From an optimization exercise on the open Yosys and OpenROAD flow, aimed at small area; shortcuts taken in it are not production practice.
Where RTL was checked, it was by simulation tests only, not by an equivalence proof against the original.
Function not checked in run 2: the RTL went through the layout flow alone.
Power is estimated from default activity; no workload was simulated.

[config.mk]
export PLATFORM = sky130hd
export DESIGN_NAME = reaction_main
export DESIGN_NICKNAME = reaction_main
export VERILOG_FILES = /design/flow/design.v
export SDC_FILE = /design/flow/constraint.sdc
export NUM_CORES = 4
export LEC_CHECK = 0
export CAP_MARGIN = 20
export CORE_MARGIN = 2
export CORE_UTILIZATION = 40
export SLEW_MARGIN = 20
[constraint.sdc]
create_clock -name core_clock -period 6.0 [get_ports {clock}]
set_input_delay 1.2000 -clock core_clock [delete_from_list [all_inputs] [get_ports {clock}]]
set_output_delay 1.2000 -clock core_clock [all_outputs]
set_load 0.01 [all_outputs]
[design.v]
`timescale 1ns / 1ps
module muxer(
    input clock,
    input reset,
    input [3:0] fourth,
    input [3:0] third,
    input [3:0] second,
    input [3:0] first,
    output a_m,
    output b_m,
    output c_m,
    output d_m,
    output e_m,
    output f_m,
    output g_m,
    output dp_m,
    output [3:0] an_m
    );
localparam N = 18; 
reg [N-1:0]count;  
always @ (posedge clock or posedge reset)
 begin
  if (reset)
   count <= 0;
  else
   count <= count + 1;
 end
reg [3:0]sseg;  
reg [3:0]an_temp;  
reg reg_dp;
always @ (*)
 begin
  case(count[N-1:N-2])  
   2'b00 : 
    begin
     sseg = first;
     an_temp = 4'b1110;
     reg_dp = 1'b1;
    end
   2'b01:
    begin
     sseg = second;
     an_temp = 4'b1101;
     reg_dp = 1'b0;
    end
   2'b10:
    begin
     sseg = third;
     an_temp = 4'b1011;
     reg_dp = 1'b0;
    end
   2'b11:
    begin
     sseg = fourth;
     an_temp = 4'b0111;
     reg_dp = 1'b1;
    end
  endcase
 end
assign an_m = an_temp;
reg [6:0] sseg_temp; 
always @ (*)
 begin
  case(sseg)
   4'd0 : sseg_temp = 7'b1000000;  
   4'd1 : sseg_temp = 7'b1111001;  
   4'd2 : sseg_temp = 7'b0100100;  
   4'd3 : sseg_temp = 7'b0110000;  
   4'd4 : sseg_temp = 7'b0011001;  
   4'd5 : sseg_temp = 7'b0010010;  
   4'd6 : sseg_temp = 7'b0000010;  
   4'd7 : sseg_temp = 7'b1111000;  
   4'd8 : sseg_temp = 7'b0000000;  
   4'd9 : sseg_temp = 7'b0010000;  
   4'd10 : sseg_temp = 7'b0001001;  
   4'd11 : sseg_temp = 7'b1001111;  
   default : sseg_temp = 7'b0111111;  
  endcase
 end
assign {g_m, f_m, e_m, d_m, c_m, b_m, a_m} = sseg_temp; 
assign dp_m = reg_dp;
endmodule
`timescale 1ns / 1ps
module reaction_main(
  input clock, reset, start, stop, ave, ave2,
  output led,
  output [3:0] an,
  output a, b, c, d, e, f, g, dp
  );
reg [3:0] regd3, regd2, regd1, regd0;  
wire db_start, db_stop;
reg dffstr1, dffstr2, dffstp1, dffstp2;
always @ (posedge clock) dffstr1 <= start;
always @ (posedge clock) dffstr2 <= dffstr1;
assign db_start = ~dffstr1 & dffstr2;  
always @ (posedge clock) dffstp1 <= stop;
always @ (posedge clock) dffstp2 <= dffstp1;
assign db_stop = ~dffstp1 & dffstp2;  
muxer display (
    .clock(clock), 
    .reset(reset), 
    .fourth(regd3), 
    .third(regd2), 
    .second(regd1), 
    .first(regd0), 
    .a_m(a), 
    .b_m(b), 
    .c_m(c), 
    .d_m(d), 
    .e_m(e), 
    .f_m(f), 
    .g_m(g), 
    .dp_m(dp), 
    .an_m(an)
    );
reg [28:0] random, random_next, random_done;  
reg [4:0] count_r, count_next_r;  
wire feedback = random[28] ^ random[26]; 
always @ (posedge clock or posedge reset)
begin
 if (reset)
 begin
  random <= 29'hF;  
  count_r <= 0;
 end
 else
 begin
  random <= random_next;
  count_r <= count_next_r;
 end
end
always @ (*)
begin
 random_next = random;  
 count_next_r = count_r;
  random_next = {random[27:0], feedback};  
 if (count_r == 29) 
 begin
  count_next_r = 0;
  random_done = random;  
 end
 else
 begin
  count_next_r = count_r + 1;
  random_done = random;  
 end
end
reg [3:0] reg_d0, reg_d1, reg_d2, reg_d3;  
(* KEEP = "TRUE" *)reg [1:0] sel, sel_next;  
localparam [1:0]
      idle = 2'b00,
      starting = 2'b01,
      time_it = 2'b10,
      done = 2'b11;
reg [1:0] state_reg, state_next;
reg [28:0] count_reg, count_next; 
always @ (posedge clock or posedge reset)
begin
 if(reset)
  begin
   state_reg <= idle;
   count_reg <= 0;
   sel <=0;
  end
 else
  begin
   state_reg <= state_next;
   count_reg <= count_next;
   sel <= sel_next;
  end
end
reg go_start;
always @ (*)
begin
 state_next = state_reg;  
 count_next = count_reg;
 sel_next = sel;
 case(state_reg)
  idle:
   begin
    sel_next = 2'b00;
    if(ave)
    begin
    sel_next = 2'b11;
    end
    if(db_start)
    begin
     count_next = random_done;  
     state_next = starting;  
    end
   end
  starting:
   begin
    if(count_next == 500000000)  
    begin 
     state_next = time_it;  
    end
    else
    begin
     count_next = count_reg + 1; 
    end
   end 
  time_it:
   begin
     sel_next = 2'b01;  
     state_next = done;     
   end
  done:
   begin
    if(db_stop)
     begin
      sel_next = 2'b10;  
     end
   end
  endcase
 case(sel_next)  
  2'b00:  
  begin
   go_start = 0;  
   regd0 = 4'd12; 
   regd1 = 4'd11;
   regd2 = 4'd10;
   regd3 = 4'd12;
  end
  2'b01:  
  begin
   go_start = 1'b1;  
   regd0 = reg_d0;
   regd1 = reg_d1;
   regd2 = reg_d2;
   regd3 = reg_d3;
  end
  2'b10:  
  begin
   go_start = 1'b0;
   regd0 = reg_d0;
   regd1 = reg_d1;
   regd2 = reg_d2;
   regd3 = reg_d3;
  end
  2'b11:  
  begin
   regd0 = 4'd3;  
   regd1 = 4'd6;
   regd2 = 4'd12;
   regd3 = 4'd12;
   go_start = 1'b0;
  end
  default:
  begin
   regd0 = 4'd12;
   regd1 = 4'd12;
   regd2 = 4'd12;
   regd3 = 4'd12;
   go_start = 1'b0;
  end
 endcase  
end
reg [8:0] ticker;  
wire click;
always @ (posedge clock or posedge reset)
begin
 if(reset)
  ticker <= 0;
 else if(ticker == 500)  
  ticker <= 0;
 else if(go_start)  
  ticker <= ticker + 1;
end
assign click = ((ticker == 500)?1'b1:1'b0);  
always @ (posedge clock or posedge reset)
begin
 if (reset)
  begin
   reg_d0 <= 0;
   reg_d1 <= 0;
   reg_d2 <= 0;
   reg_d3 <= 0;
  end
 else if (click)  
  begin
   if(reg_d0 == 9)  
   begin   
    reg_d0 <= 0;
    if (reg_d1 == 9)  
    begin   
     reg_d1 <= 0;
     if (reg_d2 == 5)  
     begin  
      reg_d2 <= 0;
      if(reg_d3 == 9)  
       reg_d3 <= 0;
      else
       reg_d3 <= reg_d3 + 1;
     end
     else  
      reg_d2 <= reg_d2 + 1;
    end
    else  
     reg_d1 <= reg_d1 + 1;
   end
   else  
    reg_d0 <= reg_d0 + 1;
  end
end
assign led = ((count_reg == 500000000)?((db_stop == 1)?1'b0:1'b1):1'b0);
endmodule
[run.sh]
#!/bin/bash
# synth_recipe.tcl (not shown) runs the flow's synth.tcl, then flattens the netlist and writes it again
# the make line also repeats each setting of config.mk as NAME=value (left out here)
make -C /OpenROAD-flow-scripts/flow DESIGN_CONFIG=/design/flow/config.mk WORK_HOME=/design/flow/orfs CLKGATE_MAP_FILE= SYNTH_SCRIPT=/design/flow/synth_recipe.tcl finish
==> impl_metrics.tcl, run 1 <==
set metrics [dict create \
    cts.clk_slew.worst_paths_ps 70 \
    min_to "dffstp2$_DFF_P_" \
    critPathKind "in -> out" \
    cts_htree_levels 3 \
    worst-endpoint-arrival_ps 4470 \
    ys_warn_count 2 \
    cts_made_buffers 9 \
    powerDensity_mw_per_mm2 367 \
    area_growth_pct 11.2 \
    outcome "complete, no violations" \
    fin_crit_ps 5670 \
    grt_max_degree 70 \
    hold_depth 0 \
    core_area_sq_mm 0.0134 \
    pre_cts_ws_ps 337 \
    place_congestion 0.888 \
    startpoint_type "input port" \
    grt.overflow.total 0 \
    die_w_um 122 \
    dieArea_sq_mm 0.0148 \
    leakage_nw 2.65 \
    clock-sinks 109 \
    setup_tns_ps 0 \
    dieHeight_um 122 \
    synth_ff_type "dfrtp_1" \
    drcViolationCount 0 \
    max_freq_ghz 0.176 \
    rows 42 \
    rr_endpoint "count_reg[27]$_DFFE_PP0P_" \
    track_usage_pct 16.5 \
    synth_cell_types 61 \
    utilization_pct 46.0 \
    vias 4115 \
    max-slew-margin-rel_pct 44.8 \
    grt_pass1_vias 3981 \
    r2r_slack_ps 3430 \
    synth_area_sq_mm 0.00554 \
    fin_nets 588 \
    setup_slack_ps 332 \
    rsz0062_at_grt "false" \
    clock_path_buffers 2 \
    drt_pre_antenna_iters 7 \
    fin_hold_ws_ps 361 \
    reg2reg_from "count_reg[0]$_DFFE_PP0P_" \
    layout_common_cells "dfrtp_1 (101), nand2_1 (41), a21oi_1 (35)" \
    syn_area_per_cell_sq_um 10.0 \
    maxSlewViolCount 0 \
    async_flop_share_pct 96.3 \
    fin_skew_ps 12.3 \
    yosysSeqAreaShare_pct 49.0 \
    drv_cap 0 \
    hold_path.class "reg -> reg" \
    grt_pass1_wl_um 19600 \
    antenna_left 0 \
    viasPerCell 5.56 \
    antenna_found_initial 0 \
    start_util_pct 41.3 \
    mostFrequentLayoutCell "dfrtp_1" \
    finalHoldViolCount 0 \
    cts-root-buf "clkbuf_16" \
    io_buffers 17 \
    finalSetupViolCount 0 \
    wire_per_inst_um 15.2 \
    cp_max_fo 13 \
    worst_pin_slew_ps 828 \
    ctsHoldBuffers 0 \
    cts_tree "built" \
    cp.required_ps 4800 \
    synth_seq_cells 109 \
    drtIter0Drc 372 \
    antenna_cells 0 \
    synth_enable_flop_cells 0 \
    clk_latency_ps 360 \
    cp-end-kind "primary output" \
    finalCritPeriodShare_pct 94.5 \
    vdd_ir_drop_max_mv 0.213 \
    dp_hpwl_um 7510 \
    syn_nets 581 \
    final_layout_size_suffix_gt1_share_pct 5.85 \
    wl_um 11300 \
    r2r_cells 7 \
    io_pins 19 \
    netlist_instances 552 \
    hold_path.startpoint "dffstp1$_DFF_P_" \
    total_power_mw 2.26 \
]
==> area by class of cell <==
cell class                      count  area, sq um
Tap cell                          176          220
Clock buffer                       11          243
Timing Repair Buffer               20          193
Sequential cell                   109         2710
Clock inverter                      5         52.6
Inverter                           33          126
Fill cell                        1254         7240
Multi-Input combinational cell    386         2610
==> worst max path at each step <==
stage | startpoint | to | slack [ps]
floorplan | state_reg[1]$_DFFE_PP0P_ | b | 1670
global placement | ave | g | 420
detailed placement | ave | g | 340
CTS | ave | g | 280
global route | ave | e | 110
finish | ave | b | 330
==> metal layers <==
| metal | global-route usage, % | share of wire, % | up-vias |
|---|---|---|---|
| met5 | 0 | 0 | - |
| met4 | 5.10 | 1.4 | 0 |
| met3 | 3.56 | 2.9 | 16 |
| met2 | 25.3 | 46 | 69 |
| met1 | 23.5 | 50 | 2016 |
| li1 | - | - | 2014 |
==> repair_timing <==
action / 4_1_cts / 5_1_grt
buffers inserted: 0 / 0
hold endpoints to repair: 0 / 0
resized for setup: 0 / 1
setup endpoints to repair: 0 / 3
==> metrics by stage <==
stage	std cells	cell area, sq um
global placement	724	5860
finish	740	6160
floorplan	552	5540
global route	740	6160
CTS	740	6150
detailed placement	724	5860
==> cell families after synthesis <==
kind of cell,after synthesis,share of synthesized area (%)
simple gates,183,18.1
compound gates,132,15.5
flops,109,49.0
buf+inv,57,4.16
xor+xnor,33,5.22
fa+ha+maj,23,5.20
mux,15,2.82
==> critical path: stages <==
cell and delay, ps:
clkdlybuf4s50_1 520, nand2_1 60, o31ai_1 130, inv_1 130, ha_1 460, a211o_1 320
a22o_1 180, o31a_1 350, ha_1 250, inv_1 100, o21ai_0 90, a21boi_0 160
clkdlybuf4s50_1 520
==> where the power goes <==
group,switching [mW],internal [mW],total [mW]
combinational,0.411,0.297,0.708
sequential,0.130,0.830,0.960
clock,0.287,0.303,0.590
==> cells in the mapped netlist (9+ instances only) <==
library cell	n	area, sq um
dfrtp_1	101	2530
nand2_1	41	154
mux2i_1	10	100
clkbuf_1	18	67.6
nand4_1	22	138
xnor2_1	26	228
nor3_1	9	45.0
inv_1	33	124
nor2_1	24	90.1
and3_1	9	56.3
o22ai_1	19	119
ha_1	23	288
o21ai_0	24	120
nand3_1	32	160
a21oi_1	35	175
==> run 2, diff against run 1 <==
==> design.v (replaced) <==
`timescale 1ns / 1ps
module muxer(
  input clock,
  input reset,
  input digits,           
  input dash63,           
  input [3:0] d0,
  input [3:0] d1,
  input [2:0] d2,
  input [3:0] d3,
  output a_m, b_m, c_m, d_m, e_m, f_m, g_m, dp_m,
  output [3:0] an_m
  );
reg [15:0] s;
reg [1:0] g;    
wire z = ~|s[14:0];
wire fb = s[15] ^ s[14] ^ s[12] ^ s[3] ^ z;
wire wrap = s[15] & z;
always @(posedge clock or posedge reset) begin
  if (reset) begin
    s <= 16'd0;
    g <= 2'd0;
  end else begin
    s <= {s[14:0], fb};
    g <= wrap ? {g[0], ~g[1]} : g;
  end
end
reg [3:0] v;
always @(*) begin
  if (digits)
    case (g)
      2'b00: v = d0;
      2'b01: v = d1;
      2'b11: v = {d2[2], ~d2[2], d2[1:0]};
      default: v = d3;
    endcase
  else if (dash63)
    case (g)
      2'b00: v = 4'd9;
      2'b01: v = 4'd12;
      2'b11: v = 4'd0;
      2'b10: v = 4'd0;
    endcase
  else
    case (g)
      2'b00: v = 4'd0;
      2'b01: v = 4'd2;
      2'b11: v = 4'd1;
      2'b10: v = 4'd0;
    endcase
end
reg [6:0] seg;
always @(*) begin
  case (v)
    4'd0: seg = 7'b0111111;
    4'd1: seg = 7'b0001001;
    4'd2: seg = 7'b1001111;
    4'd3: seg = 7'b0111111;
    4'd4: seg = 7'b0111111;
    4'd5: seg = 7'b0111111;
    4'd6: seg = 7'b1000000;
    4'd7: seg = 7'b1111001;
    4'd8: seg = 7'b0100100;
    4'd9: seg = 7'b0110000;
    4'd10: seg = 7'b0011001;
    4'd11: seg = 7'b0010010;
    4'd12: seg = 7'b0000010;
    4'd13: seg = 7'b1111000;
    4'd14: seg = 7'b0000000;
    4'd15: seg = 7'b0010000;
  endcase
end
assign {g_m, f_m, e_m, d_m, c_m, b_m, a_m} = seg;
assign an_m = {~(g[1] & ~g[0]), ~(g[1] & g[0]), ~(~g[1] & g[0]), ~(~g[1] & ~g[0])};
assign dp_m = ~g[0];
endmodule
`timescale 1ns / 1ps
module reaction_main(
  input clock, reset, start, stop, ave, ave2,
  output led,
  output [3:0] an,
  output a, b, c, d, e, f, g, dp
  );
reg dffstr1, dffstr2, dffstp1, dffstp2;
always @(posedge clock) begin
  dffstr1 <= start;
  dffstr2 <= dffstr1;
  dffstp1 <= stop;
  dffstp2 <= dffstp1;
end
wire db_start = ~dffstr1 & dffstr2;
wire db_stop  = ~dffstp1 & dffstp2;
reg q0, q1, q2;
reg [28:0] r;
localparam [28:0] TERM = 29'd500000000;
localparam [28:0] INIT = (TERM & 29'h1F000000) | (29'd6 << 20) | (29'd2 << 17)
                       | (29'd6 << 13) | (29'd6 << 9) | 29'd11;
localparam [28:0] SETM = INIT & ~TERM;
localparam [28:0] CLRM = ~INIT & TERM;
wire eq      = (r == TERM);
wire idle    = ~q0 & ~q1;
wire startng = q0 & ~q1;
wire run     = q1 & (q0 | ~q2);
wire shift   = idle & ~db_start;
wire load    = startng & eq;
wire [29:0] cy;
assign cy[0] = (startng & ~eq) | run;
genvar i;
generate for (i = 0; i < 29; i = i + 1) begin : chain
  assign cy[i+1] = cy[i] & r[i];
end endgenerate
wire wt = q1 & cy[9];
wire w0 = q1 & cy[13];
wire w1 = q1 & cy[17];
wire w2 = q1 & cy[20];
wire w3 = q1 & cy[24];
wire [28:0] corr = {5'b0, 1'b0, w3, w3, 1'b0, 1'b0, w2, 1'b0,
                    1'b0, w1, w1, 1'b0, 1'b0, w0, w0, 1'b0,
                    5'b0, wt, 1'b0, wt, wt};
wire [28:0] inc = ((r ^ cy[28:0]) | corr | (SETM & {29{load}})) & ~(CLRM & {29{load}});
always @(posedge clock or posedge reset) begin
  if (reset) begin
    r  <= 29'hF;
    q0 <= 1'b0;
    q1 <= 1'b0;
    q2 <= 1'b0;
  end else begin
    r  <= shift ? {r[27:0], r[28] ^ r[26]} : inc;
    q0 <= ~q1 & (q0 | db_start);
    q1 <= q1 | (q0 & eq);
    q2 <= idle ? ave : (q1 ? (~q0 & (q2 | db_stop)) : q2);
  end
end
assign led = (q1 | (q0 & eq)) & ~db_stop;
muxer display (
  .clock(clock), .reset(reset),
  .digits(q1), .dash63(q0 ? q2 : ave),
  .d0(r[12:9]), .d1(r[16:13]), .d2(r[19:17]), .d3(r[23:20]),
  .a_m(a), .b_m(b), .c_m(c), .d_m(d), .e_m(e), .f_m(f), .g_m(g),
  .dp_m(dp), .an_m(an)
);
endmodule
==> run 2 against run 1 <==
Critical path depth rose by 21; first-iteration DRC count fell by 63%; total power fell by 54%; synthesized cell count fell by 50%; combinational power fell by 49%; largest power group unchanged; sequential share of layout area fell by 9.4 points; flip-flop and latch count fell by 55; utilization rose by 10 points; final cell count fell by 43%.
==> impl_metrics.tcl, run 2 <==
set metrics [dict create \
    outcome "complete, no violations" \
    max-slew-margin-rel_pct 34.7 \
    vdd_ir_drop_max_mv 0.198 \
    wire_per_inst_um 14.6 \
    synth_seq_cells 54 \
    post-synth-top-count-cell "nand2_1" \
    leakage_nw 1.68 \
    p_switching_uw 337 \
    final_cell_area_sq_mm 0.00385 \
    die_w_um 88.3 \
    rows 30 \
    synth_cell_types 44 \
    netlist_instances 274 \
    dp_hpwl_um 4390 \
    cp.required_ps 6160 \
    cts.clk_slew.worst_paths_ps 110 \
    syn_nets 315 \
    crit_slowest_cell "dfrtp_1" \
    area_growth_pct 35.6 \
    core_area_sq_mm 0.00683 \
    fin_nets 366 \
    fin_hold_ws_ps 362 \
    cts_tree "built" \
    viasPerCell 5.03 \
    grt.overflow.total 0 \
    biggestRegsByFlops "r: 29 flops, display.s: 16 flops, display.g: 2 flops" \
    cp-end-kind "flip-flop" \
    io_buffers 17 \
    hold_path.class "reg -> reg" \
    clk_latency_ps 310 \
    critPathTopFamily "adder cells" \
    placed_cell_area_sq_mm 0.00354 \
    finalSetupViolCount 0 \
    cts_htree_levels 2 \
    place_congestion 0.793 \
    dp_cells 411 \
    final_layout_size_suffix_gt1_share_pct 30.4 \
    p_comb_share_pct 34.7 \
    cts-root-buf "clkbuf_8" \
    yosysSeqAreaShare_pct 47.0 \
    drt_pre_antenna_iters 4 \
    antenna_left 0 \
    drv_cap 0 \
    worst-endpoint-arrival_ps 6090 \
    power.internal_uw 709 \
    switching_share_pct 32.2 \
    worst_pin_slew_ps 976 \
    antenna_found_initial 0 \
    start_util_pct 41.6 \
    rsz0062_at_grt "true" \
    grt_max_degree 51 \
    p_seq_share_pct 44.2 \
    pwr-share-clk_pct 21.1 \
    synth_ff_type "dfrtp_1" \
    dieHeight_um 88.3 \
    fin_crit_ps 5930 \
    total_power_mw 1.05 \
    mostFrequentLayoutCell "nand2_1" \
    critical_path.max_stage_delay_ps 420 \
    dieArea_sq_mm 0.00780 \
    wl_um 6180 \
    final_cell_count_no_fill 422 \
    drtIter0Drc 137 \
    setup_tns_ps 0 \
    io_pins 19 \
    powerDensity_mw_per_mm2 271 \
    cp_max_fo 2 \
    startpoint_type "flip-flop" \
    finalHoldViolCount 0 \
    async_flop_share_pct 92.6 \
    vias 2122 \
    critPathKind "reg -> reg" \
    synth_enable_flop_cells 0 \
    finalCritPeriodShare_pct 98.8 \
    drcViolationCount 0 \
    synth_top_area_cell "dfrtp_1" \
    synth_top_area_share_pct 40.5 \
    track_usage_pct 17.1 \
    syn_area_per_cell_sq_um 10.4 \
    clock-sinks 54 \
    layout_common_cells "nand2_1 (60), dfrtp_1 (46), buf_4 (38)" \
    top_register "r" \
    critPathBufInv 0 \
    grt_pass1_wl_um 10300 \
    largest_reg_flops 29 \
    grt_pass1_vias 2105 \
    max_freq_ghz 0.169 \
    synth_common_cells "nand2_1 (61), dfrtp_1 (46), ha_1 (35)" \
    clock_path_buffers 2 \
    ctsHoldBuffers 0 \
    antenna_cells 0 \
    synth_area_sq_mm 0.00284 \
    maxSlewViolCount 0 \
    cts_made_buffers 5 \
    ys_warn_count 2 \
    fin_skew_ps 8.10 \
    timing.critical_path.mode_cell "ha_4" \
    synth_area_leaders "dfrtp_1 (40%), ha_1 (15%), nand2_1 (8.1%), dfstp_2 (3.7%), dfxtp_1 (2.8%)" \
]
-- run 2: cell types whose count changed in the layout (fill, tap and decap cells not counted), sizes merged, moves of 12 or more --
cell   before  now
nand2      41   61
o21ai      24    8
buf         3   38
nand3      32    4
ha         23   35
dfrtp     101   46
xnor2      26    5
inv        36   12
o22ai      19    2
nand4      22    3
a21oi      36   10
nor2       24   10
-- run 2: layer usage --
| metal | track usage (%) | up-vias | share of wire, % | wire length [um] |
|---|---|---|---|---|
| met5 | 0 | - | 0 | 0 |
| met4 | 3.31 | 0 | 0.61 | 38 |
| met3 | 3.26 | 6 | 3.0 | 185 |
| met1 | 23.8 | 1022 | 47 | 2930 |
| li1 | - | 1062 | - | - |
| met2 | 28.2 | 32 | 49 | 3030 |
-- run 2: what timing repair did --
action	4_1_cts	5_1_grt
gates resized for setup	26	4
gates cloned	0	0
pin swaps	30	6
endpoints found under the setup margin	4	3
setup buffers	1	2
hold endpoints to repair	0	0
-- run 2: path summary, 6_finish.rpt --
check	cells past startpoint	end	startpoint	slack, ps
max in group asynchronous	2	r[19]$_DFF_PP0_	reset	4140
max	34	r[28]$_DFF_PP0_	r[9]$_DFF_PP0_	70
min reg2reg	0	dffstr2$_DFF_P_	dffstr1$_DFF_P_	360
min	0	dffstr2$_DFF_P_	dffstr1$_DFF_P_	360
max reg2reg	34	r[28]$_DFF_PP0_	r[9]$_DFF_PP0_	70
min in group asynchronous	2	r[27]$_DFF_PP0_	reset	1350
-- run 2: worst reg2reg max path: cells and delay by family (launching register included) --
family	cells	cell delay (ps)
adders and majority gates	28	4480
AOI/OAI and AO/OA	2	150
DFF	1	420
and+or+nand+nor	3	620
xor gates and xnor gates	1	130
-- run 2: logic make-up after synthesis --
| family | share of synthesized area (%) |
|---|---|
| xor gates and xnor gates | 1.85 |
| buffers and inverters | 3.52 |
| adders and majority gates | 15.4 |
| AOI/OAI and AO/OA | 10.1 |
| muxes | 4.80 |
| and+or+nand+nor | 17.3 |
| DFF | 47.0 |
-- run 2: stage by stage --
| stage | utilization, % | worst slack, ps |
|---|---|---|
| after global placement | 51.8 | -416 |
| after detailed placement | 51.8 | -424 |
| after CTS | 56.0 | 1.29 |
| final | 56.4 | 71.7 |
| after global routing | 56.4 | -156 |
| after floorplan | - | 8.08 |
-- run 2: area by class of cell --
cell class	count	area, sq um
inverters	12	46.3
clock inverters	3	28.8
multi-input cells	197	1800
clock buffers	5	68.8
well taps	96	120
fillers	612	2980
flip-flops and latches	54	1340
repair buffers	55	455
-- run 2: power by group through the flow --
stage	Combinational, mW	Sequential, mW	Clock [mW]
final	0.363	0.462	0.221
after global routing	0.411	0.467	0.241
after CTS	0.366	0.459	0.230
after detailed placement	0.323	0.466	0
after global placement	0.310	0.464	0
after floorplan	0.156	0.476	0
==> run 3, diff against run 2 <==
--- a/design.v
+++ b/design.v
@@ -44,8 +44,8 @@
   else
     case (g)
       2'b00: v = 4'd0;
-      2'b01: v = 4'd2;
-      2'b11: v = 4'd1;
+      2'b01: v = 4'd5;
+      2'b11: v = 4'd4;
       2'b10: v = 4'd0;
     endcase
 end
@@ -53,11 +53,11 @@
 always @(*) begin
   case (v)
     4'd0: seg = 7'b0111111;
-    4'd1: seg = 7'b0001001;
-    4'd2: seg = 7'b1001111;
+    4'd1: seg = 7'b0111111;
+    4'd2: seg = 7'b0111111;
     4'd3: seg = 7'b0111111;
-    4'd4: seg = 7'b0111111;
-    4'd5: seg = 7'b0111111;
+    4'd4: seg = 7'b0001001;
+    4'd5: seg = 7'b1001111;
     4'd6: seg = 7'b1000000;
     4'd7: seg = 7'b1111001;
     4'd8: seg = 7'b0100100;
@@ -95,8 +95,8 @@
 localparam [28:0] TERM = 29'd500000000;
 localparam [28:0] INIT = (TERM & 29'h1F000000) | (29'd6 << 20) | (29'd2 << 17)
                        | (29'd6 << 13) | (29'd6 << 9) | 29'd11;
-localparam [28:0] SETM = INIT & ~TERM;
-localparam [28:0] CLRM = ~INIT & TERM;
+localparam [28:0] SETM = INIT & ~(TERM + 29'd1);
+localparam [28:0] CLRM = ~INIT & (TERM + 29'd1);
 wire eq      = (r == TERM);
 wire idle    = ~q0 & ~q1;
 wire startng = q0 & ~q1;
@@ -104,11 +104,19 @@
 wire shift   = idle & ~db_start;
 wire load    = startng & eq;
 wire [29:0] cy;
-assign cy[0] = (startng & ~eq) | run;
-genvar i;
-generate for (i = 0; i < 29; i = i + 1) begin : chain
-  assign cy[i+1] = cy[i] & r[i];
+wire [7:0] gc;
+assign gc[0] = startng | run;
+genvar i, j;
+generate for (j = 0; j < 8; j = j + 1) begin : grp
+  if (j < 7) begin : skip
+    assign gc[j+1] = gc[j] & (&r[4*j+3:4*j]);
+  end
+  assign cy[4*j] = gc[j];
+  for (i = 4*j; i < 4*j+3 && i < 28; i = i + 1) begin : rip
+    assign cy[i+1] = cy[i] & r[i];
+  end
 end endgenerate
+assign cy[29] = cy[28] & r[28];
 wire wt = q1 & cy[9];
 wire w0 = q1 & cy[13];
 wire w1 = q1 & cy[17];
--- a/config.mk
+++ b/config.mk
@@ -8,4 +8,5 @@
 export CAP_MARGIN = 20
 export CORE_MARGIN = 2
 export CORE_UTILIZATION = 40
+export GPL_TIMING_DRIVEN = 0
 export SLEW_MARGIN = 20
==> run 3 against run 2 <==
Maximum frequency rose by 26%; synthesized cell count is 3.6% higher; critical path type is now in -> out; worst hold slack worse by 4.8 ps; still clean on timing, DRC and antenna; non-clock buffer count down 25; critical path depth fell by 27; largest power group unchanged; synthesized area grew 0.88%; final area fell by 15%; via count increased by 2.4%.
==> impl_metrics.tcl, run 3 <==
set metrics [dict create \
    outcome "complete, no violations" \
    cp_max_fo 10 \
    dieArea_sq_mm 0.00786 \
    placed_cell_area_sq_mm 0.00319 \
    utilization_pct 48.0 \
    startpoint "ave" \
    worst-endpoint-arrival_ps 3510 \
    p_comb_share_pct 22.7 \
    antenna_found_initial 0 \
    fin_skew_ps 11.5 \
    critPathBufInv 2 \
    post-synth-top-count-cell "nand2_1" \
    syn_area_per_cell_sq_um 10.1 \
    synth_top_area_share_pct 40.1 \
    top_register "r" \
    start_util_pct 41.7 \
    setup_tns_ps 0 \
    antenna_left 0 \
    total_power_uw 969 \
    grt_pass1_vias 2167 \
    dp_cells 398 \
    fin_crit_ps 4710 \
    r2r_cells 11 \
    post_cts_buffers 0 \
    synth_area_sq_mm 0.00287 \
    synth_cell_types 59 \
    power.internal_uw 672 \
    cp.depth 7 \
    rsz0062_at_grt "false" \
    powerDensity_mw_per_mm2 294 \
    drcViolationCount 0 \
    synth_enable_flop_cells 0 \
    rows 30 \
    critPathKind "in -> out" \
    netlist_instances 284 \
    grt.overflow.total 0 \
    reg2reg_from "q1$_DFF_PP0_" \
    final_cell_area_sq_mm 0.00330 \
    crit_slowest_cell "clkdlybuf4s50_1" \
    p_seq_share_pct 51.8 \
    drt_pre_antenna_iters 4 \
    cts-root-buf "clkbuf_8" \
    vias 2173 \
    synth_top_area_cell "dfrtp_1" \
    final_layout_size_suffix_gt1_share_pct 8.71 \
    layout_common_cells "nand2_1 (48), dfrtp_1 (46), ha_1 (21)" \
    dieHeight_um 88.7 \
    viasPerCell 5.35 \
    drtIter0Drc 71 \
    hold_depth 0 \
    area_growth_pct 14.9 \
    cp-end-kind "primary output" \
    p_switching_uw 297 \
    switching_share_pct 30.7 \
    cp.required_ps 4800 \
    drv_cap 0 \
    vdd_ir_drop_max_mv 0.117 \
    synth_seq_cells 54 \
    largest_reg_flops 29 \
    yosysSeqAreaShare_pct 46.6 \
    dp_hpwl_um 4670 \
    cts_tree "built" \
    biggestRegsByFlops "r: 29 flops, display.s: 16 flops, display.g: 2 flops" \
    hold_path.startpoint "dffstr1$_DFF_P_" \
    io_buffers 17 \
    fin_hold_ws_ps 357 \
    finalSetupViolCount 0 \
    nFillCells 653 \
    worst_pin_slew_ps 725 \
    pre_cts_ws_ps 1270 \
    pwr-share-clk_pct 25.6 \
    synth_ff_type "dfrtp_1" \
    timing.critical_path.mode_cell "clkdlybuf4s50_1" \
    leakage_nw 1.52 \
    syn_nets 311 \
    die_w_um 88.7 \
    cts_made_buffers 5 \
    finalHoldViolCount 0 \
    critical_path.max_stage_delay_ps 560 \
    cts_htree_levels 2 \
    io_pins 19 \
    critPathTopFamily "buffers and inverters" \
    cts_resized 0 \
    grt_max_degree 29 \
    wire_per_inst_um 15.6 \
    setup_slack_ps 1290 \
    core_area_sq_mm 0.00687 \
    place_congestion 0.826 \
    fin_nets 336 \
    clk_latency_ps 320 \
    max-slew-margin-rel_pct 51.5 \
    cts.clk_slew.worst_paths_ps 100 \
    crit_chain "clkdlybuf4s50_1 > mux2i_1 > or3_1 > a32oi_4 > nor2_1 > a211oi_2 > clkdlybuf4s50_1" \
    ys_warn_count 2 \
    ctsHoldBuffers 0 \
    hold_path.class "reg -> reg" \
    grt_pass1_wl_um 11100 \
    clock-sinks 54 \
    async_flop_share_pct 92.6 \
    maxSlewViolCount 0 \
    clock_path_buffers 2 \
    finalCritPeriodShare_pct 78.4 \
    mostFrequentLayoutCell "nand2_1" \
    antenna_cells 0 \
    final_cell_count_no_fill 406 \
    synth_area_leaders "dfrtp_1 (40%), ha_1 (9.2%), nand2_1 (6.3%), dfstp_2 (3.7%), a21oi_1 (3.0%)" \
    track_usage_pct 18.6 \
    wl_um 6350 \
    synth_common_cells "nand2_1 (48), dfrtp_1 (46), ha_1 (21)" \
    max_freq_ghz 0.212 \
    startpoint_type "input port" \
]
==> run 3: worst reg2reg max path: cells and delay by family (launching register included) <==
family | cells | cell delay (ps)
fa+ha+maj | 3 | 700
simple gates | 2 | 380
buf+inv | 3 | 980
flops | 1 | 330
compound gates | 3 | 480
==> run 3: path summary, 6_finish.rpt <==
kind	endpoint	slack (ps)
max reg2reg	r[10]$_DFF_PP0_	3000
max in group asynchronous	r[15]$_DFF_PP0_	4190
max	b	1290
min reg2reg	dffstr2$_DFF_P_	360
min in group asynchronous	display.s[12]$_DFF_PP0_	1280
min	dffstr2$_DFF_P_	360
==> run 3: power groups by stage <==
| stage | clock (mW) | combinational, mW | sequential [mW] |
|---|---|---|---|
| 2_1_floorplan | 0 | 0.167 | 0.483 |
| 3_3_place_gp | 0 | 0.214 | 0.508 |
| 3_5_place_dp | 0 | 0.221 | 0.509 |
| 4_1_cts | 0.255 | 0.223 | 0.502 |
| 5_1_grt | 0.267 | 0.258 | 0.513 |
| 6_report | 0.248 | 0.220 | 0.502 |
==> run 3: kinds of logic after synthesis <==
| kind of cell | synth area share, % |
|---|---|
| flip-flops | 46.6 |
| AO/OA/AOI/OAI | 14.1 |
| AND/OR/NAND/NOR | 19.9 |
| adder cells (fa/ha/maj) | 9.16 |
| buffers and inverters | 3.32 |
| XOR/XNOR | 3.97 |
| multiplexers | 3.01 |
==> run 3: routing by layer <==
| metal | vias to the layer above | track usage (%) | routed length [um] |
|---|---|---|---|
| met5 | - | 0 | 0 |
| met4 | 0 | 6.61 | 83 |
| met3 | 8 | 3.45 | 237 |
| met2 | 38 | 29.5 | 3020 |
| met1 | 1062 | 25.4 | 3010 |
| li1 | 1065 | - | - |
==> run 3: cell type report <==
class / instances / area, sq um / area share [%]
flip-flops and latches: 54 / 1340 / 40.5
well taps: 96 / 120 / 3.64
plain buffers: 12 / 57.6 / 1.75
clock buffers: 6 / 72.6 / 2.20
repair buffers: 18 / 198 / 6.00
inverters: 10 / 37.5 / 1.14
multi-input cells: 208 / 1440 / 43.6
clock inverters: 2 / 37.5 / 1.14
==> run 4, diff against run 3 <==
--- a/config.mk
+++ b/config.mk
@@ -7,6 +7,5 @@
 export LEC_CHECK = 0
 export CAP_MARGIN = 20
 export CORE_MARGIN = 2
-export CORE_UTILIZATION = 40
-export GPL_TIMING_DRIVEN = 0
+export CORE_UTILIZATION = 65
 export SLEW_MARGIN = 20
==> run 4 against run 3 <==
Still clean on timing, DRC and antenna; critical path depth stayed put; maximum frequency is 0.65% higher; synthesized cell count stayed put; non-clock buffer count is 10 lower; total power is 3.1% lower; setup slack better by 31 ps; sequential share of layout area is 1.6 points higher; combinational power hardly changed; flip-flop and latch count stayed put; worst hold slack better by 3.7 ps; clock skew hardly changed; largest cell class unchanged.
==> impl_metrics.tcl, run 4 <==
set metrics [dict create \
    outcome "complete, no violations" \
    ctsHoldBuffers 0 \
    largest_reg_flops 29 \
    timing.critical_path.mode_cell "clkdlybuf4s50_1" \
    ys_warn_count 2 \
    syn_area_per_cell_sq_um 10.1 \
    worst_pin_slew_ps 849 \
    netlist_instances 284 \
    clock_path_buffers 2 \
    antenna_found_initial 0 \
    cts_made_buffers 5 \
    grt_pass1_wl_um 9880 \
    vias 2117 \
    dp_hpwl_um 3990 \
    post_cts_buffers 0 \
    max-slew-margin-rel_pct 43.3 \
    synth_top_area_cell "dfrtp_1" \
    setup_tns_ps 0 \
    drcViolationCount 0 \
    startpoint_type "input port" \
    syn_nets 311 \
    grt.overflow.total 0 \
    crit_slowest_cell "clkdlybuf4s50_1" \
    pre_cts_ws_ps 1320 \
    cp-end-kind "primary output" \
    fin_skew_ps 11.2 \
    synth_top_area_share_pct 40.1 \
    leakage_nw 1.49 \
    crit_chain "clkdlybuf4s50_1 > mux2i_1 > or3_1 > a32oi_4 > nor2_1 > a211oi_2 > clkdlybuf4s50_1" \
    track_usage_pct 25.7 \
    reg2reg_from "q1$_DFF_PP0_" \
    post-synth-top-count-cell "nand2_1" \
    critical_path.max_stage_delay_ps 550 \
    grt_pass1_vias 2052 \
    dieHeight_um 70.4 \
    synth_enable_flop_cells 0 \
    cp.required_ps 4800 \
    final_layout_size_suffix_gt1_share_pct 9.00 \
    drv_cap 0 \
    io_buffers 17 \
    setup_slack_ps 1320 \
    max_freq_ghz 0.214 \
    place_congestion 0.809 \
    synth_area_sq_mm 0.00287 \
    finalSetupViolCount 0 \
    cts_resized 0 \
    antenna_left 0 \
    viasPerCell 6.01 \
    antenna_cells 0 \
    wire_per_inst_um 16.1 \
    io_pins 19 \
    synth_ff_type "dfrtp_1" \
    cts-root-buf "clkbuf_8" \
    powerDensity_mw_per_mm2 296 \
    top_register "r" \
    hold_path.startpoint "dffstr1$_DFF_P_" \
    mostFrequentLayoutCell "nand2_1" \
    synth_seq_cells 54 \
    die_w_um 70.4 \
    layout_common_cells "nand2_1 (48), dfrtp_1 (46), ha_1 (21)" \
    rows 24 \
    vdd_ir_drop_max_mv 0.233 \
    biggestRegsByFlops "r: 29 flops, display.s: 16 flops, display.g: 2 flops" \
    start_util_pct 66.8 \
    core_area_sq_mm 0.00429 \
    dieArea_sq_mm 0.00496 \
    drtIter0Drc 195 \
    rsz0062_at_grt "false" \
    async_flop_share_pct 92.6 \
    hold_path.class "reg -> reg" \
    yosysSeqAreaShare_pct 46.6 \
    cts.clk_slew.worst_paths_ps 100 \
    grt_max_degree 51 \
    synth_common_cells "nand2_1 (48), dfrtp_1 (46), ha_1 (21)" \
    wl_um 5660 \
    critPathKind "in -> out" \
    cts_tree "built" \
    area_growth_pct 10.5 \
    worst-endpoint-arrival_ps 3480 \
    cp_max_fo 10 \
    finalCritPeriodShare_pct 77.9 \
    startpoint "ave" \
    fin_crit_ps 4680 \
    finalHoldViolCount 0 \
    synth_area_leaders "dfrtp_1 (40%), ha_1 (9.2%), nand2_1 (6.3%), dfstp_2 (3.7%), a21oi_1 (3.0%)" \
    drt_pre_antenna_iters 4 \
    synth_cell_types 59 \
    nFillCells 330 \
    clk_latency_ps 320 \
    maxSlewViolCount 0 \
    cts_htree_levels 2 \
    clock-sinks 54 \
    fin_nets 326 \
]
run 4: cell counts after synthesis:
No cell type changed its count.
run 4: area by class of cell:
class                      count  area (sq um)  share of cell area (%)
tap                           52          65.1                    2.05
multi-input combinational    208          1440                    45.3
clock inverter                 2          16.3                   0.513
clock buffer                   6          82.6                    2.61
sequential                    54          1340                    42.2
timing repair buffer          20           193                    6.08
inverter                      10          38.8                    1.22
run 4: final timing paths:
check                                           to  slack (ps)  depth (start not counted)
setup / recovery                                 b        1320                          7
hold / removal                     dffstr2$_DFF_P_         360                          0
setup reg to reg                   r[22]$_DFF_PP0_        3260                         10
hold reg to reg                    dffstr2$_DFF_P_         360                          0
max in group asynchronous           r[5]$_DFF_PP0_        4130                          2
min in group asynchronous  display.s[12]$_DFF_PP0_        1360                          2
run 4: kinds of logic after synthesis:
| family | count (synthesis) | synth area share, % |
|---|---|---|
| compound gates | 58 | 14.1 |
| xor+xnor | 13 | 3.97 |
| fa+ha+maj | 21 | 9.16 |
| buf+inv | 22 | 3.32 |
| flops | 54 | 46.6 |
| mux | 7 | 3.01 |
| simple gates | 109 | 19.9 |
run 4: metrics by stage:
| stage | std cells | utilization (%) | power (mW) | hold WS, ps | instance area, sq um |
|---|---|---|---|---|---|
| 2_1_floorplan | 284 | - | 0.651 | 331 | 2870 |
| 3_3_place_gp | 344 | 71.4 | 0.718 | 335 | 3070 |
| 3_5_place_dp | 344 | 71.4 | 0.728 | 347 | 3070 |
| 4_1_cts | 352 | 73.7 | 0.943 | 363 | 3170 |
| 5_1_grt | 352 | 73.8 | 0.996 | 370 | 3170 |
| 6_report | 352 | 73.8 | 0.939 | 361 | 3170 |
run 4: layer usage:
metal,vias up,GRT usage [%],part of all wire [%]
met5,-,0,0
met4,0,7.26,1.2
met3,6,4.76,4.0
met2,49,39.4,47
met1,1012,37.5,48
li1,1050,-,-
run 4: worst max-delay path, delay by kind of cell:
family	cells	cell delay, ps
simple gates	2	500
compound gates	2	600
mux	1	140
buf+inv	2	1030
run 4: power by group:
part	switching, mW	internal (mW)	total (mW)	leakage (nW)
Combinational	0.103	0.117	0.220	0.787
Clock	0.121	0.0952	0.216	0.0478
Sequential	0.0737	0.429	0.502	0.657
Total	0.298	0.640	0.939	1.49
==> run 5, diff against run 4 <==
--- a/config.mk
+++ b/config.mk
@@ -7,5 +7,5 @@
 export LEC_CHECK = 0
 export CAP_MARGIN = 20
 export CORE_MARGIN = 2
-export CORE_UTILIZATION = 65
+export CORE_UTILIZATION = 40
 export SLEW_MARGIN = 20
==> run 5 against run 4 <==
Highest routed layer unchanged; sequential share of layout area is 0.86 points lower; clock power is 13% higher; die area is 59% higher; total power is 2.4% higher; clock skew is 2.9 ps lower; via count is 2.4% lower; sequential power hardly changed; worst hold slack worse by 3.9 ps; critical path type unchanged; synthesized cell count stayed put; maximum frequency is 0.24% lower.
==> impl_metrics.tcl, run 5 <==
set metrics [dict create \
    outcome "complete, no violations" \
    clock_path_buffers 2 \
    setup_tns_ps 0 \
    dieHeight_um 88.7 \
    finalSetupViolCount 0 \
    synth_seq_cells 54 \
    final_layout_size_suffix_gt1_share_pct 8.67 \
    post_cts_buffers 0 \
    r2r_slack_ps 3280 \
    final_cell_area_sq_mm 0.00323 \
    startpoint "ave" \
    synth_ff_type "dfrtp_1" \
    fin_hold_ws_ps 357 \
    grt_max_degree 51 \
    critPathTopFamily "buffers and inverters" \
    p_seq_share_pct 52.0 \
    io_buffers 17 \
    fin_nets 326 \
    critPathKind "in -> out" \
    dp_hpwl_um 4060 \
    power.internal_uw 669 \
    cts.clk_slew.worst_paths_ps 100 \
    r2r_cells 10 \
    cp_max_fo 10 \
    top_register "r" \
    mostFrequentLayoutCell "nand2_1" \
    biggestRegsByFlops "r: 29 flops, display.s: 16 flops, display.g: 2 flops" \
    worst-endpoint-arrival_ps 3490 \
    synth_top_area_share_pct 40.1 \
    rsz0062_at_grt "false" \
    worstSetupEndpoint "b" \
    cts_htree_levels 2 \
    rr_endpoint "r[22]$_DFF_PP0_" \
    syn_nets 311 \
    reg2reg_from "q1$_DFF_PP0_" \
    grt_pass1_wl_um 10300 \
    max-slew-margin-rel_pct 42.1 \
    grt.overflow.total 0 \
    timing.critical_path.mode_cell "clkdlybuf4s50_1" \
    synth_area_sq_mm 0.00287 \
    fin_skew_ps 8.29 \
    nFillCells 663 \
    dieArea_sq_mm 0.00786 \
    critPathBufInv 2 \
    cp.depth 7 \
    hold_path.class "reg -> reg" \
    total_power_uw 961 \
    synth_enable_flop_cells 0 \
    antenna_found_initial 0 \
    pwr-share-clk_pct 25.5 \
    drt_pre_antenna_iters 4 \
    drtIter0Drc 107 \
    max_freq_ghz 0.213 \
    grt_pass1_vias 2065 \
    startpoint_type "input port" \
    hold_depth 0 \
    wl_um 5770 \
    viasPerCell 5.22 \
    leakage_nw 1.49 \
    multi_input_area_sq_mm 0.00144 \
    io_pins 19 \
    cp-end-kind "primary output" \
    start_util_pct 41.7 \
    core_area_sq_mm 0.00687 \
    async_flop_share_pct 92.6 \
    layout_common_cells "nand2_1 (48), dfrtp_1 (46), ha_1 (21)" \
    powerDensity_mw_per_mm2 297 \
    vias 2066 \
    ctsHoldBuffers 0 \
    largest_reg_flops 29 \
    synth_common_cells "nand2_1 (48), dfrtp_1 (46), ha_1 (21)" \
    cts_made_buffers 5 \
    crit_slowest_cell "clkdlybuf4s50_1" \
    wire_per_inst_um 14.6 \
    synth_cell_types 59 \
    antenna_cells 0 \
    clock-sinks 54 \
    ys_warn_count 2 \
    netlist_instances 284 \
    cts_tree "built" \
    crit_chain "clkdlybuf4s50_1 > mux2i_1 > or3_1 > a32oi_4 > nor2_1 > a211oi_2 > clkdlybuf4s50_1" \
    worst_pin_slew_ps 867 \
    post-synth-top-count-cell "nand2_1" \
    highest_layer "met4" \
    synth_top_area_cell "dfrtp_1" \
    antenna_left 0 \
    vdd_ir_drop_max_mv 0.126 \
    drv_cap 0 \
    cts-root-buf "clkbuf_8" \
    critical_path.max_stage_delay_ps 560 \
    switching_share_pct 30.3 \
    p_switching_uw 292 \
    place_congestion 0.775 \
    placed_cell_area_sq_mm 0.00312 \
    cts_resized 0 \
    track_usage_pct 16.7 \
    synth_area_leaders "dfrtp_1 (40%), ha_1 (9.2%), nand2_1 (6.3%), dfstp_2 (3.7%), a21oi_1 (3.0%)" \
    fin_crit_ps 4690 \
    syn_area_per_cell_sq_um 10.1 \
    met3WireLength_um 132 \
    routedLengthMet1_um 2940 \
    cp.required_ps 4800 \
    die_w_um 88.7 \
    drcViolationCount 0 \
    area_growth_pct 12.8 \
    finalCritPeriodShare_pct 78.1 \
    maxSlewViolCount 0 \
    yosysSeqAreaShare_pct 46.6 \
    clk_latency_ps 310 \
    wl_met2_um 2650 \
    finalHoldViolCount 0 \
    rows 30 \
    seq_area_sq_mm 0.00134 \
    p_comb_share_pct 22.5 \
]
## run 5: cell counts after synthesis
Identical to the previous run, type by type.
## run 5: layout make-up
class / count / share of cell area [%]
clock buffer: 6 / 2.24
multi-input combinational: 208 / 44.4
timing repair buffer: 20 / 5.96
clock inverter: 2 / 1.16
tap: 96 / 3.71
sequential: 54 / 41.3
inverter: 10 / 1.20
## run 5: cell families after synthesis
kind of cell / Yosys count / synth area share, %
flops: 54 / 46.6
compound gates: 58 / 14.1
simple gates: 109 / 19.9
buf+inv: 22 / 3.32
xor+xnor: 13 / 3.97
mux: 7 / 3.01
fa+ha+maj: 21 / 9.16
## run 5: per-layer routing
| layer | global-route usage, % | up-vias |
|---|---|---|
| li1 | - | 1044 |
| met1 | 24.2 | 996 |
| met2 | 26.3 | 22 |
| met3 | 2.52 | 4 |
| met4 | 4.13 | 0 |
| met5 | 0 | - |
## run 5: how the worst min path moves through the flow
stage | slack, ps | start | to
after floorplan | 330 | dffstr1$_DFF_P_ | dffstr2$_DFF_P_
after global placement | 330 | dffstp1$_DFF_P_ | dffstp2$_DFF_P_
after detailed placement | 340 | dffstp1$_DFF_P_ | dffstp2$_DFF_P_
after CTS | 360 | dffstp1$_DFF_P_ | dffstp2$_DFF_P_
after global routing | 380 | dffstr1$_DFF_P_ | dffstr2$_DFF_P_
final | 360 | dffstp1$_DFF_P_ | dffstp2$_DFF_P_
## run 5: per-stage QoR
| stage | utilization (%) | setup slack [ps] | std cells |
|---|---|---|---|
| floorplan | - | 2430 | 284 |
| global placement | 45.5 | 1300 | 388 |
| detailed placement | 45.5 | 1270 | 388 |
| CTS | 47.1 | 1280 | 396 |
| global route | 47.1 | 1160 | 396 |
| finish | 47.1 | 1310 | 396 |
## run 5: power groups by stage
stage          Clock [mW]  Sequential [mW]  Combinational (mW)
3_5_place_dp            0            0.507               0.219
3_3_place_gp            0            0.505               0.213
6_report            0.245            0.500               0.216
4_1_cts             0.255            0.500               0.220
5_1_grt             0.270            0.510               0.255
2_1_floorplan           0            0.483               0.167
==> run 6, diff against run 5 <==
--- a/config.mk
+++ b/config.mk
@@ -7,5 +7,8 @@
 export LEC_CHECK = 0
 export CAP_MARGIN = 20
 export CORE_MARGIN = 2
-export CORE_UTILIZATION = 40
+export CORE_UTILIZATION = 65
+export CTS_BUF_LIST = sky130_fd_sc_hd__clkbuf_16
+export CTS_CLUSTER_DIAMETER = 500
+export CTS_CLUSTER_SIZE = 100
 export SLEW_MARGIN = 20
==> run 6 against run 5 <==
Still clean; non-clock buffer count stayed put; clock skew is 3.7 ps lower; worst hold slack worse by 2.3 ps; register-to-register slack worse by 50 ps; setup slack better by 10 ps; routed wire length is 0.71% higher; clock-buffer cell count is 1 lower; die area is 37% lower; synthesized area stayed put; maximum frequency is 0.22% higher; sequential share of layout area is 0.26 points higher; highest routed layer unchanged.
==> impl_metrics.tcl, run 6 <==
set metrics [dict create \
    synth_area_sq_mm 0.00287 \
    maxSlewViolCount 0 \
    antenna_cells 0 \
    drtIter0Drc 131 \
    finalHoldViolCount 0 \
    top_register "r" \
    track_usage_pct 25.7 \
    synth_ff_type "dfrtp_1" \
    p_seq_share_pct 49.9 \
    hold_path.class "reg -> reg" \
    final_layout_size_suffix_gt1_share_pct 8.67 \
    cp-end-kind "primary output" \
    rows 24 \
    antenna_left 0 \
    routedLengthMet1_um 2690 \
    dp_hpwl_um 3990 \
    cts_resized 0 \
    clock_path_buffers 2 \
    critPathKind "in -> out" \
    wl_met2_um 2790 \
    switching_share_pct 30.6 \
    cp.required_ps 4800 \
    setup_tns_ps 0 \
    antenna_found_initial 0 \
    dieHeight_um 70.4 \
    max-slew-margin-rel_pct 43.2 \
    mostFrequentLayoutCell "nand2_1" \
    post-synth-top-count-cell "nand2_1" \
    ctsHoldBuffers 0 \
    cts_tree "built" \
    worst-endpoint-arrival_ps 3480 \
    fin_nets 326 \
    vdd_ir_drop_max_mv 0.231 \
    io_buffers 17 \
    place_congestion 0.809 \
    post_cts_buffers 0 \
    netlist_instances 284 \
    synth_top_area_share_pct 40.1 \
    cp_max_fo 10 \
    die_w_um 70.4 \
    cts_htree_levels 2 \
    max_freq_ghz 0.214 \
    vias 2133 \
    p_switching_uw 309 \
    fin_crit_ps 4680 \
    synth_seq_cells 54 \
    timing.critical_path.mode_cell "clkdlybuf4s50_1" \
    cts.clk_slew.worst_paths_ps 70 \
    start_util_pct 66.8 \
    grt_pass1_wl_um 9990 \
    synth_cell_types 59 \
    layout_common_cells "nand2_1 (48), dfrtp_1 (46), ha_1 (21)" \
    critical_path.max_stage_delay_ps 550 \
    async_flop_share_pct 92.6 \
    power.internal_uw 700 \
    p_comb_share_pct 21.9 \
    io_pins 19 \
    finalCritPeriodShare_pct 78.0 \
    powerDensity_mw_per_mm2 314 \
    outcome "complete, no violations" \
    leakage_nw 1.51 \
    finalSetupViolCount 0 \
    met3WireLength_um 267 \
    drcViolationCount 0 \
    grt_max_degree 51 \
    yosysSeqAreaShare_pct 46.6 \
    synth_top_area_cell "dfrtp_1" \
    worst_pin_slew_ps 852 \
    grt.overflow.total 0 \
    cts-root-buf "clkbuf_16" \
    rsz0062_at_grt "false" \
    core_area_sq_mm 0.00429 \
    drv_cap 0 \
    fin_skew_ps 4.56 \
    syn_area_per_cell_sq_um 10.1 \
    clock-sinks 54 \
    area_growth_pct 12.1 \
    synth_common_cells "nand2_1 (48), dfrtp_1 (46), ha_1 (21)" \
    synth_enable_flop_cells 0 \
    biggestRegsByFlops "r: 29 flops, display.s: 16 flops, display.g: 2 flops" \
    wl_um 5810 \
    ys_warn_count 2 \
    drt_pre_antenna_iters 4 \
    pwr-share-clk_pct 28.2 \
    synth_area_leaders "dfrtp_1 (40%), ha_1 (9.2%), nand2_1 (6.3%), dfstp_2 (3.7%), a21oi_1 (3.0%)" \
    crit_slowest_cell "clkdlybuf4s50_1" \
    dp_cells 344 \
    final_cell_count_no_fill 352 \
    startpoint_type "input port" \
    cts_made_buffers 5 \
    grt_pass1_vias 2088 \
    clk_latency_ps 290 \
    largest_reg_flops 29 \
    syn_nets 311 \
    highest_layer "met4" \
    viasPerCell 6.06 \
    dieArea_sq_mm 0.00496 \
    crit_chain "clkdlybuf4s50_1 > mux2i_1 > or3_1 > a32oi_4 > nor2_1 > a211oi_2 > clkdlybuf4s50_1" \
    wire_per_inst_um 16.5 \
]
## run 6: area by class of cell
type                    count  area, sq um
multi-input cells         208         1440
clock inverters             3         20.0
repair buffers             20          193
clock buffers               5          125
flip-flops and latches     54         1340
well taps                  52         65.1
fillers                   312         1080
inverters                  10         38.8
## run 6: kinds of logic (layout without fill, tap and decap cells)
group / count (synthesis) / count (layout) / synth area share (%)
AO/OA/AOI/OAI: 58 / 58 / 14.1
XOR/XNOR: 13 / 13 / 3.97
adder cells (fa/ha/maj): 21 / 21 / 9.16
buffers and inverters: 22 / 38 / 3.32
flip-flops: 54 / 54 / 46.6
multiplexers: 7 / 7 / 3.01
AND/OR/NAND/NOR: 109 / 109 / 19.9
## run 6: routing by layer
metal,vias to the layer above,global-route usage [%]
li1,1040,-
met1,1040,37.8
met2,47,39.8
met3,6,3.90
met4,0,7.69
met5,-,0
## run 6: power by group through the flow
| stage | Combinational, mW | Clock (mW) | Sequential, mW |
|---|---|---|---|
| after floorplan | 0.167 | 0 | 0.483 |
| after global placement | 0.212 | 0 | 0.506 |
| after detailed placement | 0.219 | 0 | 0.508 |
| after CTS | 0.222 | 0.288 | 0.502 |
| after global routing | 0.251 | 0.304 | 0.510 |
| final | 0.221 | 0.285 | 0.503 |
## run 6: worst max-delay path, delay by kind of cell
family	cells	cell delay, ps
buffers and inverters	2	1030
AO/OA/AOI/OAI	2	600
AND/OR/NAND/NOR	2	510
multiplexers	1	140
## run 6: per-stage QoR
step           cell area, sq um  total power [mW]  utilization, %  hold WS [ps]  setup slack (ps)
4_1_cts                    3210              1.01            74.8           359              1320
5_1_grt                    3210              1.07            74.9           365              1210
2_1_floorplan              2870             0.651               -           331              2430
3_5_place_dp               3070             0.728            71.4           347              1320
6_report                   3210              1.01            74.9           355              1320
3_3_place_gp               3070             0.718            71.4           335              1330
## run 6: final timing paths
check                                  endpoint            start  slack [ps]  depth (start not counted)
worst max-delay path                          b              ave        1320                          7
worst min-delay path            dffstr2$_DFF_P_  dffstr1$_DFF_P_         350                          0
worst max register to register  r[22]$_DFF_PP0_     q1$_DFF_PP0_        3230                         10
worst min register to register  dffstr2$_DFF_P_  dffstr1$_DFF_P_         350                          0
max in group asynchronous       r[19]$_DFF_PP0_            reset        4110                          2
min in group asynchronous       r[24]$_DFF_PP0_            reset        1390                          2
==> run 7, diff against run 6 <==
==> flow/run.sh (new file) <==
#!/bin/bash
# Standard layout, with the port buffers made from the smallest buffer cell.
set -e
cp standard.sh standard.sh.txt
cp config.mk config.mk.orig.txt
echo 'export BUFFER_PORTS_ARGS = -buffer_cell sky130_fd_sc_hd__buf_1' >> config.mk
bash standard.sh > standard.log 2>&1
==> standard.sh (new file) <==
#!/bin/bash
# synth_recipe.tcl (not shown) runs the flow's synth.tcl, then flattens the netlist and writes it again
# the make line also repeats each setting of config.mk as NAME=value (left out here)
make -C /OpenROAD-flow-scripts/flow DESIGN_CONFIG=/design/flow/config.mk WORK_HOME=/design/flow/orfs CLKGATE_MAP_FILE= SYNTH_SCRIPT=/design/flow/synth_recipe.tcl "${@:-finish}"
--- a/config.mk
+++ b/config.mk
@@ -7,8 +7,6 @@
 export LEC_CHECK = 0
 export CAP_MARGIN = 20
 export CORE_MARGIN = 2
-export CORE_UTILIZATION = 65
-export CTS_BUF_LIST = sky130_fd_sc_hd__clkbuf_16
-export CTS_CLUSTER_DIAMETER = 500
-export CTS_CLUSTER_SIZE = 100
+export CORE_UTILIZATION = 40
 export SLEW_MARGIN = 20
+export BUFFER_PORTS_ARGS = -buffer_cell sky130_fd_sc_hd__buf_1
removed: run.sh
==> run 7 against run 6 <==
Total power down 8.4%; global-route usage down 9.2 points; critical path depth stayed put; largest cell class unchanged; maximum frequency is 19% higher; sequential share of layout area rose by 1.3 points; still clean; via count fell by 2.1%; clock skew up 2.3 ps; utilization down 29 points; critical path type unchanged; sequential power about the same; synthesized cell count unchanged; clock-buffer cell count is the same; first-iteration DRC count up 7.6%.
==> impl_metrics.tcl, run 7 <==
set metrics [dict create \
    cts_htree_levels 2 \
    maxSlewViolCount 0 \
    viasPerCell 5.28 \
    syn_area_per_cell_sq_um 10.1 \
    synth_seq_cells 54 \
    cts_tree "built" \
    io_buffers 17 \
    synth-xor-area-share_pct 3.97 \
    dieHeight_um 88.7 \
    wire_per_inst_um 14.9 \
    wl_um 5920 \
    cts_made_buffers 5 \
    place_congestion 0.773 \
    cp-end-kind "primary output" \
    synth_top_family_by_area "simple AND/OR/NAND/NOR gates" \
    vdd_ir_drop_max_mv 0.0979 \
    timing.critical_path.mode_cell "buf_1" \
    clock_path_buffers 2 \
    worstSetupEndpoint "b" \
    track_usage_pct 16.5 \
    synth_area_sq_mm 0.00287 \
    area_growth_pct 8.64 \
    clock-sinks 54 \
    mostFrequentLayoutCell "nand2_1" \
    cp.required_ps 4800 \
    io_pins 19 \
    r2r_cells 10 \
    grt.overflow.total 0 \
    critPathKind "in -> out" \
    synth_ff_type "dfrtp_1" \
    antenna_cells 0 \
    drtIter0Drc 141 \
    crit_chain "buf_1 > mux2i_1 > or3_1 > a32oi_4 > nor2_1 > a211oi_2 > buf_1" \
    cp_max_fo 10 \
    synth_cell_types 59 \
    rr_endpoint "r[22]$_DFF_PP0_" \
    die_w_um 88.7 \
    post_cts_buffers 0 \
    drcViolationCount 0 \
    start_util_pct 41.7 \
    grt_max_degree 51 \
    critical_path.max_stage_delay_ps 380 \
    dp_hpwl_um 4090 \
    fin_nets 326 \
    fin_skew_ps 6.83 \
    hold_path.class "reg -> reg" \
    r2r_slack_ps 3290 \
    finalSetupViolCount 0 \
    drt_pre_antenna_iters 4 \
    max_freq_ghz 0.254 \
    largest_reg_flops 29 \
    grt_pass1_wl_um 10100 \
    final_cell_count_no_fill 396 \
    reg2reg_from "q1$_DFF_PP0_" \
    fin_crit_ps 3940 \
    antenna_left 0 \
    dieArea_sq_mm 0.00786 \
    synth_area_leaders "dfrtp_1 (40%), ha_1 (9.2%), nand2_1 (6.3%), dfstp_2 (3.7%), a21oi_1 (3.0%)" \
    utilization_pct 45.4 \
    worst-endpoint-arrival_ps 2740 \
    dp_cells 388 \
    drv_cap 0 \
    synth_simple_gate_area_share_pct 19.9 \
    antenna_found_initial 0 \
    setup_tns_ps 0 \
    synth-compound-area-share_pct 14.1 \
    max-slew-margin-rel_pct 41.6 \
    startpoint_type "input port" \
    ctsHoldBuffers 0 \
    cts-root-buf "clkbuf_8" \
    top_register "r" \
    startpoint "ave" \
    cts.clk_slew.worst_paths_ps 100 \
    worst_pin_slew_ps 876 \
    core_area_sq_mm 0.00687 \
    post_synth_fa_ha_maj_area_fraction_pct 9.16 \
    cts_resized 0 \
    rows 30 \
    rsz0062_at_grt "false" \
    yosysSeqAreaShare_pct 46.6 \
    ys_warn_count 2 \
    layout_common_cells "nand2_1 (48), dfrtp_1 (46), ha_1 (21)" \
    netlist_instances 284 \
    vias 2089 \
    synth_top_area_share_pct 40.1 \
    biggestRegsByFlops "r: 29 flops, display.s: 16 flops, display.g: 2 flops" \
    synth_common_cells "nand2_1 (48), dfrtp_1 (46), ha_1 (21)" \
    grt_pass1_vias 2036 \
    synth_mux_area_share_pct 3.01 \
    synth_enable_flop_cells 0 \
    finalCritPeriodShare_pct 65.7 \
    post-synth-top-count-cell "nand2_1" \
    final_layout_size_suffix_gt1_share_pct 9.00 \
    async_flop_share_pct 92.6 \
    crit_slowest_cell "or3_1" \
    finalHoldViolCount 0 \
    syn_nets 311 \
    powerDensity_mw_per_mm2 297 \
    clk_latency_ps 310 \
    leakage_nw 1.45 \
    outcome "complete, no violations" \
    synth_top_area_cell "dfrtp_1" \
]
run 7: cell counts after synthesis:
No cell type changed its count.
run 7: routing by layer:
metal / GRT usage, % / part of all wire [%] / vias to the layer above
met2: 25.0 / 46 / 27
met3: 2.80 / 2.4 / 7
li1: - / - / 1039
met1: 24.6 / 51 / 1016
met4: 4.13 / 1.0 / 0
met5: 0 / 0 / -
run 7: where the power goes:
part / leakage, nW / total (mW) / switching [mW] / internal [mW]
logic: 0.739 / 0.201 / 0.102 / 0.0998
registers: 0.657 / 0.501 / 0.0725 / 0.429
clock network: 0.0502 / 0.222 / 0.135 / 0.0869
run 7: critical path, delay by kind of cell:
kind                   cells  cell delay [ps]
buffers and inverters      2              270
and+or+nand+nor            2              510
muxes                      1              150
AOI/OAI and AO/OA          2              600
run 7: cell type report:
type / count / area (sq um)
flip-flops and latches: 54 / 1340
inverters: 10 / 38.8
repair buffers: 20 / 86.3
well taps: 96 / 120
clock buffers: 5 / 68.8
clock inverters: 3 / 28.8
multi-input cells: 208 / 1440
fillers: 668 / 3750
run 7: cell families after synthesis:
group / Yosys count
fa+ha+maj: 21
simple gates: 109
compound gates: 58
buf+inv: 22
xor+xnor: 13
flops: 54
mux: 7
run 7: how the worst min path moves through the flow:
stage               startpoint  slack [ps]  cells past startpoint               to
2_1_floorplan  dffstr1$_DFF_P_         330                      0  dffstr2$_DFF_P_
3_3_place_gp   dffstp1$_DFF_P_         340                      0  dffstp2$_DFF_P_
3_5_place_dp   dffstr1$_DFF_P_         340                      0  dffstr2$_DFF_P_
4_1_cts        dffstr1$_DFF_P_         360                      0  dffstr2$_DFF_P_
5_1_grt        dffstr1$_DFF_P_         370                      0  dffstr2$_DFF_P_
6_report       dffstr1$_DFF_P_         360                      0  dffstr2$_DFF_P_
run 7: stage by stage:
step	total power [mW]	worst slack (ps)	hold slack, ps	instance area [sq um]
2_1_floorplan	0.651	2430	331	2870
3_3_place_gp	0.702	2060	340	3020
3_5_place_dp	0.711	2050	343	3020
4_1_cts	0.932	2040	361	3110
5_1_grt	0.989	1930	372	3120
6_report	0.925	2060	359	3120

[re-timing with driven ports]
Ports are ideal in the flow. The routed layouts listed here were re-timed in OpenROAD.
Step 1, drivers: a clkbuf_16 drives clock and a buf_2 each remaining input, both assumed.
Step 2 times the ports against the registers' clock, not the clock port: input delays grow and output delays shrink by t, the midpoint of the rising clock arrivals with the driver on.
a / b / c = no drivers / after step 1 / after step 2; a / b = the first two.
run | t (ns) | setup slack, ns | worst hold slack (ns) | clock arrival spread, ns | worst slew at a driven data input, ns
run 1 | 0.389 | 0.332 / 0.306 / 0.306 | 0.361 / 0.361 / 0.361 | 0.014 / 0.014 | 0.03
run 2 | 0.335 | 0.072 / 0.072 / 0.072 | 0.362 / 0.362 / 0.362 | 0.008 / 0.008 | 0.03
run 3 | 0.340 | 1.293 / 1.271 / 1.271 | 0.357 / 0.357 / 0.357 | 0.012 / 0.012 | 0.03
run 4 | 0.338 | 1.324 / 1.298 / 1.298 | 0.361 / 0.361 / 0.361 | 0.011 / 0.011 | 0.03
run 5 | 0.330 | 1.313 / 1.291 / 1.291 | 0.357 / 0.357 / 0.357 | 0.008 / 0.008 | 0.03
run 6 | 0.322 | 1.323 / 1.298 / 1.298 | 0.355 / 0.355 / 0.355 | 0.005 / 0.004 | 0.03
run 7 | 0.341 | 2.060 / 2.037 / 2.037 | 0.359 / 0.359 / 0.359 | 0.007 / 0.008 | 0.03
After both steps every run listed still meets setup and hold.
